This design comes from an exercise in tuning for small area on the open sky130 flow, not from production work. At most, simulation tests tie the RTL to the original design; equivalence was not proved. Power is estimated from default activity; no workload was simulated.

// TOP_MODULE
module TOP_MODULE#(
    parameter NUM_DUT = 2,
    parameter UART_CNT_BAUDRATE = 216,
    parameter UART_FIFO_BYTE_SIZE = 3,
    parameter TEST_ENV_CMDS_BITWIDTH = 2,
    parameter TEST_ENV_ADR_WIDTH = 6,
    parameter TEST_ENV_DATA_BITWIDTH = 16
)(
    input wire          CLK_100MHz,
    input wire          RSTN,
    output wire [3:0]   LED,
    output reg          UART_TX,
    input wire          UART_RX
);
Size in the first run: about 1300 cells after synthesis, roughly 8 I/O pins, ~23000 um^2 of cells after synthesis.
==> module TOP_MODULE, before the edit <==
module TOP_MODULE#(
    parameter NUM_DUT = 2,
    parameter UART_CNT_BAUDRATE = 216,
    parameter UART_FIFO_BYTE_SIZE = 3,
    parameter TEST_ENV_CMDS_BITWIDTH = 2,
    parameter TEST_ENV_ADR_WIDTH = 6,
    parameter TEST_ENV_DATA_BITWIDTH = 16
)(
    input wire          CLK_100MHz,
    input wire          RSTN,
    output wire [3:0]   LED,
    output reg          UART_TX,
    input wire          UART_RX
);
    localparam [9:0] T_SEED = 10'h3FF;
    localparam [9:0] T_MID  = 10'h05F;
    localparam [9:0] T_END  = 10'h329;
    reg [9:0]  tmr;
    reg [3:0]  bst;
    reg [1:0]  byte_i;   
    reg [23:0] sr;       
    reg        ans_ok;   
    wire idle     = (bst == 4'd1);
    wire bit_mid  = (tmr == T_MID);
    wire bit_end  = (tmr == T_END);
    wire last_bit = (bst == 4'd0);
    wire fr_last  = last_bit & (byte_i == 2'd2);
    wire step_a   = fr_last;
    wire step_b   = fr_last & bit_end;
    wire step_c   = idle & (byte_i == 2'd0);
    wire [5:0]  f_adr  = sr[5:0];
    wire [1:0]  f_cmd  = sr[7:6];
    wire [15:0] f_data = {sr[15:8], sr[23:16]};
    reg [1:0]  sel;
    reg        ledbit;
    reg        din_ok;   
    reg        evalid;   
    reg [15:0] rreg;     
    wire is_ctl   = (f_cmd == 2'd0);
    wire is_wr    = (f_cmd == 2'd1);
    wire start    = is_ctl & f_adr[0];
    wire [1:0] new_sel = (is_ctl & f_adr[1]) ? f_data[2:1] : sel;
    reg [15:0] head;
    always @(*) begin
        case ({sel[1], f_adr[0]})
            2'b00: head = sel[0] ? 16'h0610 : 16'h0410;
            2'b01: head = sel[0] ? 16'h0841 : 16'h0800;
            2'b10: head = 16'hF210;
            default: head = 16'h08FC;
        endcase
    end
    wire [15:0] rdata = (f_cmd == 2'd3) ? head : (sel == 2'd0) ? 16'd123 : rreg;
    reg [15:0] ring [0:60];
    reg [5:0]  pc;
    wire at_adr = (pc == f_adr);
    wire at_din = &pc[5:2];    
    wire ram_wr = step_a & is_wr & (at_din | (at_adr & (sel == 2'd2)));
    wire r_ring = step_c & ((at_adr & (sel == 2'd2) & !is_wr) |
                            (at_din & (sel == 2'd1) & start & din_ok));
    wire r_const = step_b & (new_sel == 2'd1) & (start ? !din_ok : !evalid);
    integer i;
    always @(posedge CLK_100MHz) begin
        ring[0] <= ram_wr ? f_data : ring[60];
        for (i = 1; i < 61; i = i + 1)
            ring[i] <= ring[i-1];
        if (r_ring)
            rreg <= ring[60];
        else if (r_const)
            rreg <= 16'd0;
    end
    wire pc_jump = &pc[4:0];
    always @(posedge CLK_100MHz) begin
        if (!RSTN)
            pc <= 6'd0;
        else
            pc <= {pc[4:2], pc[1] & !pc_jump, pc[0], ~(pc[5] ^ pc[4]) | pc_jump};
    end
    always @(posedge CLK_100MHz) begin
        tmr  <= (idle | bit_end) ? T_SEED : {tmr[8:0], tmr[9] ^ tmr[6]};
        if (bit_mid & bst[3])
            sr <= {UART_RX, sr[23:1]};
        else if (step_b) begin
            sr[15:8]  <= rdata[15:8];
            sr[23:16] <= rdata[7:0];
        end
    end
    always @(posedge CLK_100MHz) begin
        if (!RSTN) begin
            bst     <= 4'd1;
            byte_i  <= 2'd0;
            UART_TX <= 1'b1;
            ans_ok  <= 1'b0;
        end else begin
            if (idle) begin
                if (!UART_RX) begin
                    bst     <= 4'd7;
                    UART_TX <= 1'b0;
                end
            end else begin
                if ((bit_mid & !last_bit) | (bit_end & last_bit))
                    bst <= bst + 4'd1;
                if (bit_end) begin
                    UART_TX <= last_bit | (ans_ok & sr[0]);
                    if (last_bit)
                        byte_i <= (byte_i == 2'd2) ? 2'd0 : byte_i + 2'd1;
                end
            end
            if (step_b)
                ans_ok <= 1'b1;
        end
    end
    always @(posedge CLK_100MHz) begin
        if (!RSTN) begin
            sel    <= 2'd0;
            ledbit <= 1'b0;
            din_ok <= 1'b0;
            evalid <= 1'b0;
        end else if (step_b) begin
            sel <= new_sel;
            if (is_ctl & f_adr[3])
                ledbit <= ~ledbit;
            else if (is_ctl & f_adr[2])
                ledbit <= f_data[0];
            if (is_wr)
                din_ok <= 1'b1;
            evalid <= (new_sel == 2'd1) & (start | evalid);
        end
    end
    assign LED[0] = ledbit;
    assign LED[1] = step_b & start;
    assign LED[2] = sel[0];
    assign LED[3] = sel[1] | evalid;
endmodule
==> flow/config.mk <==
export PLATFORM = sky130hd
export DESIGN_NAME = TOP_MODULE
export DESIGN_NICKNAME = TOP_MODULE
export VERILOG_FILES = /design/flow/design.v
export SDC_FILE = /design/flow/constraint.sdc
export NUM_CORES = 4
export LEC_CHECK = 0
export CAP_MARGIN = 20
export CORE_MARGIN = 2
export CORE_UTILIZATION = 72
export SLEW_MARGIN = 20
==> flow/constraint.sdc <==
create_clock -name core_clock -period 10.0 [get_ports {CLK_100MHz}]
set_input_delay 2.0000 -clock core_clock [delete_from_list [all_inputs] [get_ports {CLK_100MHz}]]
set_output_delay 2.0000 -clock core_clock [all_outputs]
set_load 0.01 [all_outputs]
standard.sh (not shown) runs the stock make flow with config.mk's settings and CLKGATE_MAP_FILE= SYNTH_SCRIPT=/design/flow/synth_recipe.tcl, a recipe that flattens the netlist after the stock synthesis.
==> flow/flow/run.sh <==
#!/bin/bash
# Standard ORFS layout with custom clock-tree and port-buffer arguments.
set -euo pipefail
export CTS_ARGS="-sink_clustering_enable -repair_clock_nets -sink_clustering_size 21 -sink_clustering_max_diameter 45 -buf_list sky130_fd_sc_hd__clkbuf_8 -dont_use_dummy_load"
export BUFFER_PORTS_ARGS="-buffer_cell sky130_fd_sc_hd__buf_1"
bash standard.sh finish > orfs_make.log 2>&1
Change:
--- a/flow/design.v
+++ b/flow/design.v
@@ -13,21 +13,23 @@
     input wire          UART_RX
 );
     localparam [9:0] T_SEED = 10'h3FF;
     localparam [9:0] T_MID  = 10'h05F;
     localparam [9:0] T_END  = 10'h329;
+    localparam [5:0] DIN_SLOT = 6'd60;
     reg [9:0]  tmr;
-    reg [3:0]  bst;
+    reg        late;     
+    reg [3:0]  bst;      
     reg [1:0]  byte_i;   
     reg [23:0] sr;       
     reg        ans_ok;   
-    wire idle     = (bst == 4'd1);
+    wire idle     = (bst == 4'd0);
     wire bit_mid  = (tmr == T_MID);
     wire bit_end  = (tmr == T_END);
-    wire last_bit = (bst == 4'd0);
+    wire last_bit = (bst == 4'd15);
     wire fr_last  = last_bit & (byte_i == 2'd2);
-    wire step_a   = fr_last;
+    wire step_a   = fr_last & late;
     wire step_b   = fr_last & bit_end;
     wire step_c   = idle & (byte_i == 2'd0);
     wire [5:0]  f_adr  = sr[5:0];
     wire [1:0]  f_cmd  = sr[7:6];
     wire [15:0] f_data = {sr[15:8], sr[23:16]};
@@ -47,65 +49,65 @@
             2'b01: head = sel[0] ? 16'h0841 : 16'h0800;
             2'b10: head = 16'hF210;
             default: head = 16'h08FC;
         endcase
     end
-    wire [15:0] rdata = (f_cmd == 2'd3) ? head : (sel == 2'd0) ? 16'd123 : rreg;
+    wire [15:0] rdata = (f_cmd == 2'd3) ? head : rreg;
     reg [15:0] ring [0:60];
     reg [5:0]  pc;
     wire at_adr = (pc == f_adr);
-    wire at_din = &pc[5:2];    
+    wire at_din = (pc == DIN_SLOT);
     wire ram_wr = step_a & is_wr & (at_din | (at_adr & (sel == 2'd2)));
     wire r_ring = step_c & ((at_adr & (sel == 2'd2) & !is_wr) |
                             (at_din & (sel == 2'd1) & start & din_ok));
-    wire r_const = step_b & (new_sel == 2'd1) & (start ? !din_ok : !evalid);
+    wire r_const = (step_c & (sel == 2'd0)) |
+                   (step_b & (new_sel == 2'd1) & (start ? !din_ok : !evalid));
+    wire [15:0] r_k = idle ? 16'd123 : 16'd0;
     integer i;
     always @(posedge CLK_100MHz) begin
         ring[0] <= ram_wr ? f_data : ring[60];
         for (i = 1; i < 61; i = i + 1)
             ring[i] <= ring[i-1];
         if (r_ring)
             rreg <= ring[60];
         else if (r_const)
-            rreg <= 16'd0;
+            rreg <= r_k;
     end
     wire pc_jump = &pc[4:0];
     always @(posedge CLK_100MHz) begin
         if (!RSTN)
             pc <= 6'd0;
         else
             pc <= {pc[4:2], pc[1] & !pc_jump, pc[0], ~(pc[5] ^ pc[4]) | pc_jump};
     end
     always @(posedge CLK_100MHz) begin
         tmr  <= (idle | bit_end) ? T_SEED : {tmr[8:0], tmr[9] ^ tmr[6]};
+        late <= bit_mid | (late & !bit_end);
         if (bit_mid & bst[3])
             sr <= {UART_RX, sr[23:1]};
         else if (step_b) begin
             sr[15:8]  <= rdata[15:8];
             sr[23:16] <= rdata[7:0];
         end
     end
     always @(posedge CLK_100MHz) begin
         if (!RSTN) begin
-            bst     <= 4'd1;
+            bst     <= 4'd0;
             byte_i  <= 2'd0;
             UART_TX <= 1'b1;
             ans_ok  <= 1'b0;
         end else begin
             if (idle) begin
                 if (!UART_RX) begin
                     bst     <= 4'd7;
                     UART_TX <= 1'b0;
                 end
-            end else begin
-                if ((bit_mid & !last_bit) | (bit_end & last_bit))
-                    bst <= bst + 4'd1;
-                if (bit_end) begin
-                    UART_TX <= last_bit | (ans_ok & sr[0]);
-                    if (last_bit)
-                        byte_i <= (byte_i == 2'd2) ? 2'd0 : byte_i + 2'd1;
-                end
+            end else if (bit_end) begin
+                bst     <= bst + 4'd1;
+                UART_TX <= last_bit | (ans_ok & sr[0]);
+                if (last_bit)
+                    byte_i <= (byte_i == 2'd2) ? 2'd0 : byte_i + 2'd1;
             end
             if (step_b)
                 ans_ok <= 1'b1;
         end
     end
After rerunning:
- The changed run finished with timing, DRC and antenna clean
- wire length drops by 2.7%
- worst setup slack improves by 0.28 ns
- synthesized cell count came out higher by 0.47%
- synthesized area barely changes
- fmax went up by 6.5%
- count of clock-buffer cells in the layout decreases by 1
Only the layout flow was run in the first run of this note; the RTL was not checked for function there.

---

Setup of alpha:
TOP_MODULE with an RTL version that a note above also has.
Size: about 1300 cells after synthesis, ~1000 flip-flops, ~23000 µm² of cells after synthesis.
==> module TOP_MODULE, before the edit <==
module TOP_MODULE#(
    parameter NUM_DUT = 2,
    parameter UART_CNT_BAUDRATE = 216,
    parameter UART_FIFO_BYTE_SIZE = 3,
    parameter TEST_ENV_CMDS_BITWIDTH = 2,
    parameter TEST_ENV_ADR_WIDTH = 6,
    parameter TEST_ENV_DATA_BITWIDTH = 16
)(
    input wire          CLK_100MHz,
    input wire          RSTN,
    output wire [3:0]   LED,
    output reg          UART_TX,
    input wire          UART_RX
);
    localparam [9:0] T_SEED = 10'h3FF;
    localparam [9:0] T_MID  = 10'h05F;
    localparam [9:0] T_END  = 10'h329;
    localparam [5:0] DIN_SLOT = 6'd60;
    reg [9:0]  tmr;
    reg        late;     
    reg [3:0]  bst;      
    reg [1:0]  byte_i;   
    reg [23:0] sr;       
    reg        ans_ok;   
    wire idle     = (bst == 4'd0);
    wire bit_mid  = (tmr == T_MID);
    wire bit_end  = (tmr == T_END);
    wire last_bit = (bst == 4'd15);
    wire fr_last  = last_bit & (byte_i == 2'd2);
    wire step_a   = fr_last & late;
    wire step_b   = fr_last & bit_end;
    wire step_c   = idle & (byte_i == 2'd0);
    wire [5:0]  f_adr  = sr[5:0];
    wire [1:0]  f_cmd  = sr[7:6];
    wire [15:0] f_data = {sr[15:8], sr[23:16]};
    reg [1:0]  sel;
    reg        ledbit;
    reg        din_ok;   
    reg        evalid;   
    reg [15:0] rreg;     
    wire is_ctl   = (f_cmd == 2'd0);
    wire is_wr    = (f_cmd == 2'd1);
    wire start    = is_ctl & f_adr[0];
    wire [1:0] new_sel = (is_ctl & f_adr[1]) ? f_data[2:1] : sel;
    reg [15:0] head;
    always @(*) begin
        case ({sel[1], f_adr[0]})
            2'b00: head = sel[0] ? 16'h0610 : 16'h0410;
            2'b01: head = sel[0] ? 16'h0841 : 16'h0800;
            2'b10: head = 16'hF210;
            default: head = 16'h08FC;
        endcase
    end
    wire [15:0] rdata = (f_cmd == 2'd3) ? head : rreg;
    reg [15:0] ring [0:60];
    reg [5:0]  pc;
    wire at_adr = (pc == f_adr);
    wire at_din = (pc == DIN_SLOT);
    wire ram_wr = step_a & is_wr & (at_din | (at_adr & (sel == 2'd2)));
    wire r_ring = step_c & ((at_adr & (sel == 2'd2) & !is_wr) |
                            (at_din & (sel == 2'd1) & start & din_ok));
    wire r_const = (step_c & (sel == 2'd0)) |
                   (step_b & (new_sel == 2'd1) & (start ? !din_ok : !evalid));
    wire [15:0] r_k = idle ? 16'd123 : 16'd0;
    integer i;
    always @(posedge CLK_100MHz) begin
        ring[0] <= ram_wr ? f_data : ring[60];
        for (i = 1; i < 61; i = i + 1)
            ring[i] <= ring[i-1];
        if (r_ring)
            rreg <= ring[60];
        else if (r_const)
            rreg <= r_k;
    end
    wire pc_jump = &pc[4:0];
    always @(posedge CLK_100MHz) begin
        if (!RSTN)
            pc <= 6'd0;
        else
            pc <= {pc[4:2], pc[1] & !pc_jump, pc[0], ~(pc[5] ^ pc[4]) | pc_jump};
    end
    always @(posedge CLK_100MHz) begin
        tmr  <= (idle | bit_end) ? T_SEED : {tmr[8:0], tmr[9] ^ tmr[6]};
        late <= bit_mid | (late & !bit_end);
        if (bit_mid & bst[3])
            sr <= {UART_RX, sr[23:1]};
        else if (step_b) begin
            sr[15:8]  <= rdata[15:8];
            sr[23:16] <= rdata[7:0];
        end
    end
    always @(posedge CLK_100MHz) begin
        if (!RSTN) begin
            bst     <= 4'd0;
            byte_i  <= 2'd0;
            UART_TX <= 1'b1;
            ans_ok  <= 1'b0;
        end else begin
            if (idle) begin
                if (!UART_RX) begin
                    bst     <= 4'd7;
                    UART_TX <= 1'b0;
                end
            end else if (bit_end) begin
                bst     <= bst + 4'd1;
                UART_TX <= last_bit | (ans_ok & sr[0]);
                if (last_bit)
                    byte_i <= (byte_i == 2'd2) ? 2'd0 : byte_i + 2'd1;
            end
            if (step_b)
                ans_ok <= 1'b1;
        end
    end
    always @(posedge CLK_100MHz) begin
        if (!RSTN) begin
            sel    <= 2'd0;
            ledbit <= 1'b0;
            din_ok <= 1'b0;
            evalid <= 1'b0;
        end else if (step_b) begin
            sel <= new_sel;
            if (is_ctl & f_adr[3])
                ledbit <= ~ledbit;
            else if (is_ctl & f_adr[2])
                ledbit <= f_data[0];
            if (is_wr)
                din_ok <= 1'b1;
            evalid <= (new_sel == 2'd1) & (start | evalid);
        end
    end
    assign LED[0] = ledbit;
    assign LED[1] = step_b & start;
    assign LED[2] = sel[0];
    assign LED[3] = sel[1] | evalid;
endmodule
==> flow/config.mk <==
export PLATFORM = sky130hd
export DESIGN_NAME = TOP_MODULE
export DESIGN_NICKNAME = TOP_MODULE
export VERILOG_FILES = /design/flow/design.v
export SDC_FILE = /design/flow/constraint.sdc
export NUM_CORES = 4
export LEC_CHECK = 0
export CAP_MARGIN = 20
export CORE_MARGIN = 2
export CORE_UTILIZATION = 72
export SLEW_MARGIN = 20
==> flow/constraint.sdc <==
create_clock -name core_clock -period 10.0 [get_ports {CLK_100MHz}]
set_input_delay 2.0000 -clock core_clock [delete_from_list [all_inputs] [get_ports {CLK_100MHz}]]
set_output_delay 2.0000 -clock core_clock [all_outputs]
set_load 0.01 [all_outputs]
==> flow/flow/run.sh <==
#!/bin/bash
# Standard ORFS layout with custom clock-tree and port-buffer arguments.
set -euo pipefail
export CTS_ARGS="-sink_clustering_enable -repair_clock_nets -sink_clustering_size 22 -sink_clustering_max_diameter 50 -buf_list sky130_fd_sc_hd__clkbuf_8 -dont_use_dummy_load"
export BUFFER_PORTS_ARGS="-buffer_cell sky130_fd_sc_hd__buf_1"
bash standard.sh finish > orfs_make.log 2>&1
The following lists how beta was set up differently from alpha:
diff --git a/flow/design.v b/flow/design.v
--- a/flow/design.v
+++ b/flow/design.v
@@ -15,19 +15,17 @@
     localparam [9:0] T_SEED = 10'h3FF;
     localparam [9:0] T_MID  = 10'h05F;
     localparam [9:0] T_END  = 10'h329;
-    localparam [5:0] DIN_SLOT = 6'd60;
     reg [9:0]  tmr;
-    reg        late;     
-    reg [3:0]  bst;      
+    reg [3:0]  bst;
     reg [1:0]  byte_i;   
     reg [23:0] sr;       
     reg        ans_ok;   
-    wire idle     = (bst == 4'd0);
+    wire idle     = (bst == 4'd1);
     wire bit_mid  = (tmr == T_MID);
     wire bit_end  = (tmr == T_END);
-    wire last_bit = (bst == 4'd15);
+    wire last_bit = (bst == 4'd0);
     wire fr_last  = last_bit & (byte_i == 2'd2);
-    wire step_a   = fr_last & late;
+    wire step_a   = fr_last;
     wire step_b   = fr_last & bit_end;
     wire step_c   = idle & (byte_i == 2'd0);
     wire [5:0]  f_adr  = sr[5:0];
@@ -55,7 +53,7 @@
     reg [15:0] ring [0:60];
     reg [5:0]  pc;
     wire at_adr = (pc == f_adr);
-    wire at_din = (pc == DIN_SLOT);
+    wire at_din = &pc[5:2];    
     wire ram_wr = step_a & is_wr & (at_din | (at_adr & (sel == 2'd2)));
     wire r_ring = step_c & ((at_adr & (sel == 2'd2) & !is_wr) |
                             (at_din & (sel == 2'd1) & start & din_ok));
@@ -81,7 +79,6 @@
     end
     always @(posedge CLK_100MHz) begin
         tmr  <= (idle | bit_end) ? T_SEED : {tmr[8:0], tmr[9] ^ tmr[6]};
-        late <= bit_mid | (late & !bit_end);
         if (bit_mid & bst[3])
             sr <= {UART_RX, sr[23:1]};
         else if (step_b) begin
@@ -91,7 +88,7 @@
     end
     always @(posedge CLK_100MHz) begin
         if (!RSTN) begin
-            bst     <= 4'd0;
+            bst     <= 4'd1;
             byte_i  <= 2'd0;
             UART_TX <= 1'b1;
             ans_ok  <= 1'b0;
@@ -101,11 +98,14 @@
                     bst     <= 4'd7;
                     UART_TX <= 1'b0;
                 end
-            end else if (bit_end) begin
-                bst     <= bst + 4'd1;
-                UART_TX <= last_bit | (ans_ok & sr[0]);
-                if (last_bit)
-                    byte_i <= (byte_i == 2'd2) ? 2'd0 : byte_i + 2'd1;
+            end else begin
+                if ((bit_mid & !last_bit) | (bit_end & last_bit))
+                    bst <= bst + 4'd1;
+                if (bit_end) begin
+                    UART_TX <= last_bit | (ans_ok & sr[0]);
+                    if (last_bit)
+                        byte_i <= (byte_i == 2'd2) ? 2'd0 : byte_i + 2'd1;
+                end
             end
             if (step_b)
                 ans_ok <= 1'b1;
beta completed; timing, DRC and antenna clean. Looking at count of buffers not belonging to the clock network in the layout, beta sits 2 higher than alpha does. The cell area on alpha is in line with that on beta. Total number of cells along the worst setup path: higher on beta. For the largest net degree at the start of global routing, beta came in 3.2% lower than alpha did. From beta to alpha, tap cell instance count did not move at all. Final layout net count, beta vs alpha: down slightly. When beta is set beside alpha, its relative contribution of combinational cells to total power turns out to be 0.6 points larger. Against alpha, beta comes in 0.65 points lower on post-route clock period utilization.

==> what the ideal ports hide <==
The flow's constraints put no driver on any port. The routed layouts listed below were extracted and timed again, unchanged, in two steps.
Step 1 (the two cells are an assumption about what drives the block):
set clk [get_ports {CLK_100MHz}]
set_driving_cell -lib_cell sky130_fd_sc_hd__clkbuf_16 $clk
set_driving_cell -lib_cell sky130_fd_sc_hd__buf_2 [delete_from_list [all_inputs] $clk]
Step 2 adds t to the input delays and takes it off the output delays; t is the mean of the earliest and latest rising clock arrival at the registers after step 1. Input paths then give back, and output paths get back, about the clock's delay inside the block.
Slacks: no drivers / after step 1 / after step 2; pairs: no drivers / after step 1.
run	t (ns)	setup slack, ns	worst register clock-pin slew, ns
the first run of note 1	0.648	5.476 / 5.432 / 6.081	0.12 / 0.12
the second run of note 1	0.644	5.755 / 5.706 / 6.350	0.12 / 0.12
alpha	0.632	5.716 / 5.669 / 6.301	0.12 / 0.12
beta	0.643	5.781 / 5.732 / 6.374	0.12 / 0.12
After both steps setup and hold are still met in every run listed.
